Source: an optimization exercise on an open RTL-to-GDS flow (aim: small area). Production flows keep margins and buffers that such runs may drop.

==> inputs of try-umber <==
// Second_CNN
module Second_CNN(
clk,
rst_n,
Din_Valid,
Cal_Valid,
Din,
Dout0,
Dout1,
Dout2,
Dout3,
Dout4,
Dout5,
Dout6,
Dout7
);
parameter WIDTH = 8;
input clk;
input rst_n;
input Din_Valid;
input Cal_Valid;
input signed [WIDTH-1:0] Din;
output reg signed [2*WIDTH-1:0] Dout0,Dout1,Dout2,Dout3,Dout4,Dout5,Dout6,Dout7;
wire [71:0] win;
wire [15:0] S0, S1, S2, S3, S4, S5, S6, S7;
reg [2:0] cc;    
wire ok = Cal_Valid && (cc == 3'd5);
Second_CNN_Sub Second_CNN_Sub(.clk(clk), .rst_n(rst_n), .Din_Valid(Din_Valid),
    .Din(Din), .win(win));
Mul_Add Mul_Add(.x0(win[7:0]), .x1(win[15:8]), .x2(win[23:16]), .x3(win[31:24]),
    .x4(win[39:32]), .x5(win[47:40]), .x6(win[55:48]), .x7(win[63:56]), .x8(win[71:64]),
    .S0(S0), .S1(S1), .S2(S2), .S3(S3), .S4(S4), .S5(S5), .S6(S6), .S7(S7));
always @(posedge clk or negedge rst_n) begin
    if (!rst_n) begin
        cc <= 3'd0;
        Dout0 <= 16'd0; Dout1 <= 16'd0; Dout2 <= 16'd0; Dout3 <= 16'd0;
        Dout4 <= 16'd0; Dout5 <= 16'd0; Dout6 <= 16'd0; Dout7 <= 16'd0;
    end else begin
        if (!Cal_Valid) cc <= 3'd0;
        else if (cc != 3'd5) cc <= cc + 3'd1;
        Dout0 <= ok ? S0 : 16'd0; Dout1 <= ok ? S1 : 16'd0;
        Dout2 <= ok ? S2 : 16'd0; Dout3 <= ok ? S3 : 16'd0;
        Dout4 <= ok ? S4 : 16'd0; Dout5 <= ok ? S5 : 16'd0;
        Dout6 <= ok ? S6 : 16'd0; Dout7 <= ok ? S7 : 16'd0;
    end
end
endmodule
Settings: LEC_CHECK=0, CAP_MARGIN=20, CORE_MARGIN=2, CORE_UTILIZATION=75, CTS_BUF_LIST=sky130_fd_sc_hd__clkbuf_8, CTS_CLUSTER_DIAMETER=50, CTS_CLUSTER_SIZE=14, GPL_TIMING_DRIVEN=1, SETUP_SLACK_MARGIN=0.2, SLEW_MARGIN=20; clock period 8.0 ns.
standard.sh (not shown) runs the stock make flow with config.mk's settings and CLKGATE_MAP_FILE= SYNTH_SCRIPT=/design/flow/synth_recipe.tcl, a recipe that flattens the netlist after the stock synthesis.
==> flow/flow/run.sh <==
#!/bin/bash
# Standard layout, with one extra netlist step between synthesis and floorplan:
# flow/polarity.py removes the inverters Yosys's full-adder extraction leaves
# around the sky130 fa cells (registers and their names are untouched).
# Port buffers are the small buf_1 instead of the default choice.
set -euo pipefail
R=orfs/results/${FLOW_PLATFORM}/Second_CNN/base
bash standard.sh synth > synth.log 2>&1
cp $R/1_2_yosys.v yosys_netlist_orig.v
python3 flow/polarity.py yosys_netlist_orig.v $R/1_2_yosys.v > polarity.log 2>&1
rm -f $R/1_synth.odb $R/1_synth.sdc
export BUFFER_PORTS_ARGS="-buffer_cell sky130_fd_sc_hd__buf_1"
bash standard.sh > layout.log 2>&1
Other scripts of this flow, unchanged in this note and not shown: flow/flow/polarity.py
==> inputs of try-quartz, as changes to try-umber <==
--- a/flow/config.mk
+++ b/flow/config.mk
@@ -12,5 +12,5 @@
 export CTS_CLUSTER_DIAMETER = 50
 export CTS_CLUSTER_SIZE = 14
 export GPL_TIMING_DRIVEN = 1
-export SETUP_SLACK_MARGIN = 0.2
+export SETUP_SLACK_MARGIN = 0.4
 export SLEW_MARGIN = 20
==> comparison table <==
item                                                          try-umber              try-quartz
Outcome                                                 failed layout checks  stopped before the end
Stage where the flow stopped                                          -          global routing
Violated checks                                            setup timing                       -
Number of buffers inserted during clock tree synthesis               48                      49
Pre-CTS worst setup slack                                     -187.5 ps               -314.9 ps
Clock root buffer master                                       clkbuf_8                clkbuf_8
Initial standard-cell utilization of the core                    75.49%                  75.49%
Routability congestion estimate from global placement             1.188                   1.163
Number of placement rows                                             81                      81
Number of gates given a new drive strength after cts                 58                     108
Mean instance size in the synthesized netlist                 15.74 um2               15.74 um2
Number of cells in the design after placement                      3275                    3266
Post-place instance area                                      39490 um2               39460 um2
DP HPWL                                                        99940 um               102900 um
Port Buffer Count                                                   139                     139
Hold buffer count at CTS                                              0                       0
Total setup buffers inserted after CTS                                9                      17
Warnings, synthesis                                                   2                       2
Synth Net Count                                                    3321                    3321
No run of this note included a check of the RTL's function; only the layout flow was run.

==> afterwards: timing with drivers on the ports <==
How much do the figures lean on ideal ports? The routed layout below was timed once more, with nothing changed but the port constraints.
Step 1 sets driving cells, clkbuf_16 on the clock port and buf_2 on the other inputs (assumed; they add their load-dependent delay and slew).
Step 2 times the ports against the registers' clock, not the clock port: input delays grow and output delays shrink by t, the midpoint of the rising clock arrivals with the driver on.
Slacks: ideal ports / drivers / drivers and shift; pairs: ideal ports / drivers.
run: try-umber
shift t [ns]: 0.749
slack for setup (ns): -0.025 / -0.025 / -0.025
pins driven straight from the clock port: 1
The setup slack of try-umber moves by 0.000 ns with the drivers and by 0.000 ns with both steps.
